Background: an optimization exercise with open tools, aiming at small area. Do not read the settings as production practice.
Only simulation tests tie the RTL to the original design; equivalence was not proved.
The clock port is modelled as an ideal driver; clocking choices that lean on that would not hold on a real chip.
Power and IR drop assume default switching activity.

== xenon ==
// all_modules
module all_modules
  (
  input TMBsig,
  input DTMBsig,
  input LAYERsig,
  input DTWHOLEsig,
  input RESET_INsig,
  input SIGM_INsig,
  input ID_INsig,
  input [1:0] XBAR_ADDRsig,
  input [5:0] AXsig,
  input [5:0] AYsig,
  input CEBsig,
  input RSTBsig,
  input WEBsig,
  input CMEBsig,
  input DINsig,
  input [63:0] CM_WLsig,
  input CD_TRANSsig,
  input [1:0] KERNEL_MODEsig,
  input [1:0] inputsig_control,
  input [11:0] inputsig_address,
  input [7:0] inputsig_id,
  input [63:0] inputsig_data_c,
  input [1:0] inputsig_xbar_address,
  input inputsig_data_w,
  input inputsig_flag,
  input [3:0] inputsig_sigmoid_threshold,
  input [1:0] inputsig_kernel_mode, 
  input inputsig_CD_trans,
  input CLK,
  input RESET,
  input [11:0] xb0_DO_CM, xb1_DO_CM, xb2_DO_CM, xb3_DO_CM,
  input xb0_DO_R, xb1_DO_R, xb2_DO_R, xb3_DO_R,
  output xb0_DIN, xb1_DIN, xb2_DIN, xb3_DIN,
  output [5:0] xb0_AX, xb1_AX, xb2_AX, xb3_AX,
  output [5:0] xb0_AY, xb1_AY, xb2_AY, xb3_AY,
  output xb0_WEB, xb1_WEB, xb2_WEB, xb3_WEB,
  output xb0_CMEB, xb1_CMEB, xb2_CMEB, xb3_CMEB,
  output [63:0] xb0_WL_CM, xb1_WL_CM, xb2_WL_CM, xb3_WL_CM,
  output xb0_CEB, xb1_CEB, xb2_CEB, xb3_CEB,
  output xb0_RSTB, xb1_RSTB, xb2_RSTB, xb3_RSTB,
  output reg [11:0] DO_CMpo,
  output reg DO_Rpo,
  output [7:0] output_id_2,
  output [63:0] output_data_c_2,
  output [1:0] output_control_2,
  output [11:0] output_address_2,
  output [1:0] output_xbar_address_2,
  output output_data_w_2,
  output output_data_r_2,
  output output_flag_2, 
  output [3:0] output_sigmoid_threshold_2
);
Size in the first run: ~0.052 mm² of cells after synthesis.
==> flow/config.mk <==
export PLATFORM = sky130hd
export DESIGN_NAME = all_modules
export DESIGN_NICKNAME = all_modules
export VERILOG_FILES = /design/flow/design.v
export SDC_FILE = /design/flow/constraint.sdc
export NUM_CORES = 4
export LEC_CHECK = 0
export CAP_MARGIN = 20
export CORE_MARGIN = 2
export CORE_UTILIZATION = 65
export PLACE_DENSITY = 0.75
export SLEW_MARGIN = 20
==> flow/constraint.sdc <==
create_clock -name core_clock -period 10.0 [get_ports {CLK}]
set_input_delay 2.0000 -clock core_clock [delete_from_list [all_inputs] [get_ports {CLK}]]
set_output_delay 2.0000 -clock core_clock [all_outputs]
set_load 0.01 [all_outputs]
standard.sh (not shown) runs the stock make flow with config.mk's settings and CLKGATE_MAP_FILE= SYNTH_SCRIPT=/design/flow/synth_recipe.tcl, a recipe that flattens the netlist after the stock synthesis.
==> flow/flow/run.sh <==
#!/bin/bash
# Layout flow: the standard flow (standard.sh), with two changes:
#  - the clock inverter that synthesis puts in front of the (falling-edge) registers is not
#    cloned next to every register; CTS buffers the inverted clock net instead
#  - ports are buffered with sky130_fd_sc_hd__buf_1
set -euo pipefail
HERE=$(pwd)
export PRE_CTS_TCL="$HERE/flow/pre_cts.tcl"
export BUFFER_PORTS_ARGS="${BUFFER_PORTS_ARGS_OVERRIDE:--buffer_cell sky130_fd_sc_hd__buf_1}"
export CTS_ARGS="-sink_clustering_enable -repair_clock_nets -sink_clustering_size 18 -sink_clustering_max_diameter 50 -buf_list sky130_fd_sc_hd__clkbuf_8 -dont_use_dummy_load"
bash standard.sh > "$HERE/standard_flow.log" 2>&1
==> flow/flow/pre_cts.tcl <==
# Keep the single clock inverter: CTS then builds the tree on the inverted clock net.
proc repair_clock_inverters {args} {
  puts "repair_clock_inverters: skipped by the version's flow"
}
For tundra, these inputs were changed with respect to xenon:
diff --git a/flow/design.v b/flow/design.v
--- a/flow/design.v
+++ b/flow/design.v
@@ -60,12 +60,13 @@
   always @(negedge CLK)
     if (rst) cc <= 7'd0;
     else     cc <= {cc[5:0], cc[6] ^ cc[5] ^ (cc[5:0] == 6'd0)};
   wire cc0 = (cc == 7'd0);
   wire cc3 = (cc == 7'd4);
   wire cc126 = (cc == 7'd96);
+  wire cc127 = (cc == 7'd64);
   reg [1:0] ic;
   always @(negedge CLK)
     if (rst) ic <= 2'd0;
     else     ic <= {ic[0], ~(ic[1] | ic[0])};
   wire ic0 = ~(ic[1] | ic[0]);
   wire ic1 = ic[0];
@@ -213,17 +214,24 @@
       f1_zhp <= 1'b0; f1_zhn <= 1'b0; f1_zmp <= 1'b0; f1_zmn <= 1'b0;
     end else if (i1_ctl == COMPUTE) begin
       f1_zmp <= 1'b1; f1_zmn <= 1'b1;
     end
   wire [11:0] f1_paddr = {f1_Ah[7:2] & {6{~f1_zhp}}, f1_Am & {4{~f1_zmp}}, f1_Ah[1:0] & {2{~f1_zhp}}};
   wire [11:0] f1_naddr = {f1_Ah[7:2] & {6{~f1_zhn}}, f1_Am & {4{~f1_zmn}}, f1_Ah[1:0] & {2{~f1_zhn}}};
-  reg [11:0] f1_nad; reg f1_ndw; reg [1:0] f1_nxb; reg [3:0] f1_nsig; reg f1_ncd; reg [1:0] f1_nkm;
+  reg [1:0] f1_nxb; reg [3:0] f1_nsig; reg f1_ncd; reg [1:0] f1_nkm;
   always @(negedge CLK)
     if (rst | IN1)
-      {f1_nad, f1_ndw, f1_nxb, f1_nsig, f1_ncd, f1_nkm} <=
-        {i1_addr, i1_w, i1_xb, i1_sig, i1_cd, i1_km} & {22{~rst}};
+      {f1_nxb, f1_nsig, f1_ncd, f1_nkm} <= {i1_xb, i1_sig, i1_cd, i1_km} & {9{~rst}};
+  reg [11:0] x1_ad; reg x1_w; reg x1_late;
+  wire cc_late = cc126 | cc127;
+  always @(negedge CLK)
+    if (rst | cc0) x1_late <= 1'b0;
+    else if (cc_late & IN1) x1_late <= 1'b1;
+  always @(negedge CLK)
+    if (rst | (IN1 & ~cc_late) | (cc0 & x1_late))
+      {x1_ad, x1_w} <= {i1_addr, i1_w} & {13{~rst}};
   function sigm;
     input [2:0] p, n;
     input [3:0] t;
     reg [3:0] s;
     begin
       s = {1'b0, p} - {1'b0, n};
@@ -295,21 +303,22 @@
         if ((st & 31) == 0) fb = fb ^ 1;
         st = ((st << 1) | fb) & 63;
       end
       dbs6 = st;
     end
   endfunction
-  reg [255:0] a1_rf;
+  reg [255:0] a1_rfn;    
+  wire [255:0] a1_rf = ~a1_rfn;
   reg [5:0] a1_rfi;
   always @(negedge CLK)
     if (rst) a1_rfi <= 6'd0;
     else if (ic2) a1_rfi <= {a1_rfi[4:0], a1_rfi[5] ^ a1_rfi[4] ^ (a1_rfi[4:0] == 5'd0)};
   genvar e;
   generate for (e = 0; e < 64; e = e + 1) begin : a1_rfe
     always @(negedge CLK)
-      if (rst || (ic2 && a1_rfi == dbs6(e))) a1_rf[4*e+3:4*e] <= a1_res & {4{~rst}};
+      if (rst || (ic2 && a1_rfi == dbs6(e))) a1_rfn[4*e+3:4*e] <= ~a1_res | {4{rst}};
   end endgenerate
   wire a1_oc1 = a1_fcd & ~rst;
   wire a1_oc2 = ~a1_fcd & ~rst;
   wire [67:0]  a1_p32 = a1_rf[67:0] | a1_rf[99:32];
   wire [79:0]  a1_q64 = a1_rf[79:0] | a1_rf[143:64];
   wire [63:0]  a1_r64 = a1_rf[191:128] | a1_rf[255:192];
@@ -333,22 +342,22 @@
     wire en = rst | (a1_wr & (a1_fcd ? (a1_fkm != 2'b11) : (a1_frow == e)));
     always @(negedge CLK)
       if (en) a1_O[4*e+3:4*e] <= a1_pool[4*e+3:4*e] | (a1_res & {4{a1_oc2}});
   end endgenerate
   always @(negedge CLK) a1_Pr <= a1_Fn;
   assign a1_Pn = a1_Pr;
-  reg [11:0] s_addr; reg s_w; reg [3:0] s_sig;
+  reg [3:0] s_sig;
   always @(negedge CLK)
-    if (rst | cc126) {s_addr, s_w, s_sig} <= {f1_nad, f1_ndw, f1_nsig} & {17{~rst}};
+    if (rst | cc126) s_sig <= f1_nsig & {4{~rst}};
   reg [1:0]  i2_ctl;  reg [11:0] i2_addr; reg i2_w; reg i2_r;
   reg [1:0]  i2_xb;   reg [3:0]  i2_sig;  reg i2_flag; reg [7:0] i2_id;
   wire i2_tst = DTMBsig & ~DTWHOLEsig & LAYERsig & ~rst;
   wire i2_lay = ~(DTMBsig & ~DTWHOLEsig & LAYERsig) & ~rst;
   wire [29:0] i2_tstv = {WEBsig, CMEBsig, AXsig, AYsig, DINsig, XBAR_ADDRsig, {4{SIGM_INsig}}, 1'b1,
                          7'b0, ID_INsig};
-  wire [29:0] i2_layv = {a1_octl, s_addr, s_w, a1_oxb, s_sig, a1_oflag, a1_oid};
+  wire [29:0] i2_layv = {a1_octl, x1_ad, x1_w, a1_oxb, s_sig, a1_oflag, a1_oid};
   always @(negedge CLK)
     if (rst | cc0)
       {i2_ctl, i2_addr, i2_w, i2_xb, i2_sig, i2_flag, i2_id} <=
         (i2_tstv & {30{i2_tst}}) | (i2_layv & {30{i2_lay}});
   always @(negedge CLK)
     if (rst | (cc0 & ~(DTMBsig & ~DTWHOLEsig & LAYERsig))) i2_r <= a1_or & ~rst;
Results
Summary — worst hold-check slack, tundra relative to xenon: higher, by 0.011 ns.
Compared with xenon, die footprint in tundra decreased slightly.
There was hardly any difference in relative contribution of the clock network to total power between xenon and tundra.
Status: share of total power consumed by net switching parity (xenon, tundra)
Between tundra and xenon, the difference in hold buffer count at cts is negligible.
Diff xenon -> tundra: global-route track usage on met2 moved up; global-route usage over all layers level.
Worst setup slack, tundra and xenon, lower one = tundra.
